Context: an optimization exercise on an open-source flow, tuned for small area, a short achievable clock period and few clock cycles per item. The choices shown serve that exercise and are no tape-out recipe. RTL that was checked went through simulation tests only; none was proved equivalent to the original. Power and IR drop assume default switching activity.

==> flow/design.v <==
module unidad_math (
    input  logic        clk,
    input  logic        rst_n,
    input  logic        start,
    input  logic [1:0]  op,        
    input  logic [15:0] a,
    input  logic [15:0] b,
    output logic [31:0] result,
    output logic        done
);
    logic [31:0] R;       
    logic [15:0] A;       
    logic        f_mul, f_div, f_sq, f_bcd;    
    logic [2:0]  cnt;
    logic        busy;
    logic [18:0] X, P, Q2, Q3, S1, S2, S3, cs_s, cs_c;
    logic        sub;
    assign sub = f_div | f_sq;
    always_comb begin
        X = {3'b000, R[31:16]};
        if (f_div) X = {1'b0, R[31:14]};
        if (f_sq)  X = {8'd0, R[22:16], A[15:12]};
    end
    always_comb begin
        if (f_sq) begin
            P  = ~{8'd0, R[7:0], 3'b001};
            Q2 = ~{7'd0, R[7:0], 4'b0100};
            Q3 = ~{7'd0, R[7:0], 4'b1000};
        end else if (f_div) begin
            P  = {3'b111, A};
            Q2 = {2'b11, A, 1'b1};
            Q3 = {2'b11, A, 1'b1};
        end else begin
            P  = {3'b000, A & {16{R[0]}}};
            Q2 = {2'b00, A & {16{R[1]}}, 1'b0};
            Q3 = {2'b00, A & {16{R[1]}}, 1'b0};
        end
    end
    assign S1   = X + P  + {18'd0, sub};
    assign S2   = X + Q2 + {18'd0, sub};
    assign cs_s = X ^ P ^ Q3;
    assign cs_c = {((X[17:0] & P[17:0]) | (X[17:0] & Q3[17:0]) | (P[17:0] & Q3[17:0])), sub};
    assign S3   = cs_s + cs_c + {18'd0, sub};
    logic [1:0]  d_q;
    logic [15:0] d_r;
    always_comb begin
        if (!S3[18])      begin d_q = 2'd3; d_r = S3[15:0]; end
        else if (!S2[18]) begin d_q = 2'd2; d_r = S2[15:0]; end
        else if (!S1[18]) begin d_q = 2'd1; d_r = S1[15:0]; end
        else              begin d_q = 2'd0; d_r = X[15:0];  end
    end
    function automatic logic [3:0] add3(input logic [3:0] d);
        logic ge5;
        ge5 = d[3] | (d[2] & (d[1] | d[0]));
        add3 = {ge5,
                (d[2] & ~d[1] & ~d[0]) | (d[3] & d[0]),
                (~d[2] & d[1]) | (d[1] & d[0]) | (d[3] & ~d[0]),
                d[0] ^ ge5};
    endfunction
    function automatic logic [19:0] dabble(input logic [19:0] d, input logic bit_in);
        dabble = {d[18:16], add3(d[15:12]), add3(d[11:8]), add3(d[7:4]), add3(d[3:0]), bit_in};
    endfunction
    logic [19:0] b_d;
    always_comb begin
        b_d = R[19:0];
        for (int i = 0; i < 4; i++) b_d = dabble(b_d, A[15 - i]);
    end
    logic [1:0] l_dq, l_dr;
    always_comb begin
        l_dq = 2'd0; l_dr = a[15:14];
        if (b[15:2] == 14'd0)
            case (b[1:0])
                2'd0: begin l_dq = 2'd3;              l_dr = a[15:14]; end
                2'd1: begin l_dq = a[15:14];          l_dr = 2'd0; end
                2'd2: begin l_dq = {1'b0, a[15]};     l_dr = {1'b0, a[14]}; end
                default: begin l_dq = {1'b0, &a[15:14]}; l_dr = &a[15:14] ? 2'd0 : a[15:14]; end
            endcase
    end
    logic [1:0] l_sq;
    logic [2:0] l_sr;
    always_comb begin
        if (a[15:12] >= 4'd9)      begin l_sq = 2'd3; l_sr = 3'(a[15:12] - 4'd9); end
        else if (a[15:12] >= 4'd4) begin l_sq = 2'd2; l_sr = 3'(a[15:12] - 4'd4); end
        else if (a[15:12] >= 4'd1) begin l_sq = 2'd1; l_sr = 3'(a[15:12] - 4'd1); end
        else                       begin l_sq = 2'd0; l_sr = 3'd0; end
    end
    logic [3:0] l_b;
    assign l_b = add3({1'b0, a[15:13]});
    always_ff @(posedge clk) begin
        if (!rst_n) begin
            busy <= 1'b0;
            done <= 1'b0;
        end else begin
            done <= busy && !start && cnt == 3'd0;
            if (start)              busy <= 1'b1;
            else if (cnt == 3'd0)   busy <= 1'b0;
        end
    end
    always_ff @(posedge clk) begin
        cnt <= cnt - 3'd1;
        if (start) begin
            f_mul <= op == 2'd0;
            f_div <= op == 2'd1;
            f_sq  <= op == 2'd2;
            f_bcd <= op == 2'd3;
            case (op)
                2'd0: begin R <= {16'd0, b};                    A <= a;               cnt <= 3'd7; end
                2'd1: begin R <= {14'd0, l_dr, a[13:0], l_dq};  A <= ~b;              cnt <= 3'd6; end
                2'd2: begin R <= {13'd0, l_sr, 14'd0, l_sq};    A <= {a[11:0], 4'd0}; cnt <= 3'd2; end
                default: begin R <= {27'd0, l_b, a[12]};        A <= {a[11:0], 4'd0}; cnt <= 3'd2; end
            endcase
        end else begin
            if (f_mul)      R <= {S3[17:0], R[15:2]};
            else if (f_div) R <= {d_r, R[13:0], d_q};
            else if (f_sq)  R <= {9'd0, (cnt == 3'd0) ? 7'd0 : d_r[6:0], 8'd0, R[5:0], d_q};
            else            R <= {12'd0, b_d};
            if (f_sq | f_bcd) A <= {A[11:0], 4'd0};
        end
    end
    assign result = R;
endmodule
clock: 8.0 ns
lec_check: 0
cap_margin: 20
core_margin: 2
core_utilization: 45
place_density: 0.6
setup_slack_margin: 4
slew_margin: 20
standard.sh (not shown) runs the stock make flow with config.mk's settings and CLKGATE_MAP_FILE= SYNTH_SCRIPT=/design/flow/synth_recipe.tcl, a recipe that flattens the netlist after the stock synthesis.
==> flow/flow/run.sh <==
#!/bin/bash
# The standard layout, with the port buffers as plain buf_4 cells instead of
# the delay-cell buffers buffer_ports picks by default.
set -euo pipefail
export BUFFER_PORTS_ARGS="-buffer_cell sky130_fd_sc_hd__buf_4"
bash standard.sh > standard.log 2>&1
Testbench counts at the start, summed over its fixed seeds: cycles 134,524, items 16,000.
Next try:
--- a/flow/design.v
+++ b/flow/design.v
@@ -11,31 +11,16 @@
     logic [31:0] R;       
     logic [15:0] A;       
     logic        f_mul, f_div, f_sq, f_bcd;    
+    logic        g0, g1;   
     logic [2:0]  cnt;
     logic        busy;
     logic [18:0] X, P, Q2, Q3, S1, S2, S3, cs_s, cs_c;
     logic        sub;
     assign sub = f_div | f_sq;
-    always_comb begin
-        X = {3'b000, R[31:16]};
-        if (f_div) X = {1'b0, R[31:14]};
-        if (f_sq)  X = {8'd0, R[22:16], A[15:12]};
-    end
-    always_comb begin
-        if (f_sq) begin
-            P  = ~{8'd0, R[7:0], 3'b001};
-            Q2 = ~{7'd0, R[7:0], 4'b0100};
-            Q3 = ~{7'd0, R[7:0], 4'b1000};
-        end else if (f_div) begin
-            P  = {3'b111, A};
-            Q2 = {2'b11, A, 1'b1};
-            Q3 = {2'b11, A, 1'b1};
-        end else begin
-            P  = {3'b000, A & {16{R[0]}}};
-            Q2 = {2'b00, A & {16{R[1]}}, 1'b0};
-            Q3 = {2'b00, A & {16{R[1]}}, 1'b0};
-        end
-    end
+    assign X  = f_mul ? {3'b000, R[31:16]} : {1'b0, R[31:14]};
+    assign P  = {{3{sub}}, A & {16{g0}}};
+    assign Q2 = {{2{sub}}, A[15:3] & {13{g1}}, f_sq ? 4'b1011 : {A[2:0] & {3{g1}}, sub}};
+    assign Q3 = {{2{sub}}, A[15:3] & {13{g1}}, f_sq ? 4'b0111 : {A[2:0] & {3{g1}}, sub}};
     assign S1   = X + P  + {18'd0, sub};
     assign S2   = X + Q2 + {18'd0, sub};
     assign cs_s = X ^ P ^ Q3;
@@ -103,18 +88,23 @@
             f_div <= op == 2'd1;
             f_sq  <= op == 2'd2;
             f_bcd <= op == 2'd3;
+            g0    <= op != 2'd0 || b[0];
+            g1    <= op != 2'd0 || b[1];
             case (op)
                 2'd0: begin R <= {16'd0, b};                    A <= a;               cnt <= 3'd7; end
                 2'd1: begin R <= {14'd0, l_dr, a[13:0], l_dq};  A <= ~b;              cnt <= 3'd6; end
-                2'd2: begin R <= {13'd0, l_sr, 14'd0, l_sq};    A <= {a[11:0], 4'd0}; cnt <= 3'd2; end
+                2'd2: begin R <= {11'd0, l_sr, a[11:0], 6'd0};  A <= ~{11'd0, l_sq, 3'b001}; cnt <= 3'd2; end
                 default: begin R <= {27'd0, l_b, a[12]};        A <= {a[11:0], 4'd0}; cnt <= 3'd2; end
             endcase
         end else begin
+            g0 <= !f_mul || R[2];
+            g1 <= !f_mul || R[3];
             if (f_mul)      R <= {S3[17:0], R[15:2]};
             else if (f_div) R <= {d_r, R[13:0], d_q};
-            else if (f_sq)  R <= {9'd0, (cnt == 3'd0) ? 7'd0 : d_r[6:0], 8'd0, R[5:0], d_q};
+            else if (f_sq)  R <= (cnt == 3'd0) ? {24'd0, ~A[8:3], d_q} : {d_r[13:0], R[13:0], 4'd0};
             else            R <= {12'd0, b_d};
-            if (f_sq | f_bcd) A <= {A[11:0], 4'd0};
+            if (f_sq)       A <= {A[15:11], A[8:3], ~d_q, A[2:0]};
+            else if (f_bcd) A <= {A[11:0], 4'd0};
         end
     end
     assign result = R;
Final area climbs by about 10%.
Worst setup slack is better by 69 ps.
Global-route usage is higher by 3.6 points.
Routed wire length goes up by 21%.
Cell count goes up by about 5.5%.
Clock power is higher by 17%.
Synthesized cell count went up by about 7%.
No functional check of the RTL was part of the second run of this note.

-- afterwards: timing with drivers on the ports --
How much do the figures lean on ideal ports? The routed layouts below were timed once more, with nothing changed but the port constraints. Step 1, drivers: a clkbuf_16 drives clk and a buf_2 each remaining input, both assumed. Step 2 moves the port delays by t, midway between the first and last clock arrival at a register: inputs arrive t later, outputs are due t later. That takes back most of the time a late clock gives input paths. Slacks: ideal / step 1 / step 2; pairs: ideal / step 1.
run | t, ns | setup slack, ns | worst data-port slew with drivers (ns)
the first run | 0.372 | 3.937 / 3.937 / 3.937 | 0.03
the second run | 0.385 | 4.006 / 4.006 / 3.680 | 0.04
After both steps setup and hold are still met in every run listed. The setup slack of the second run, which loses most, moves by 0.000 ns with the drivers and by -0.326 ns with both steps.
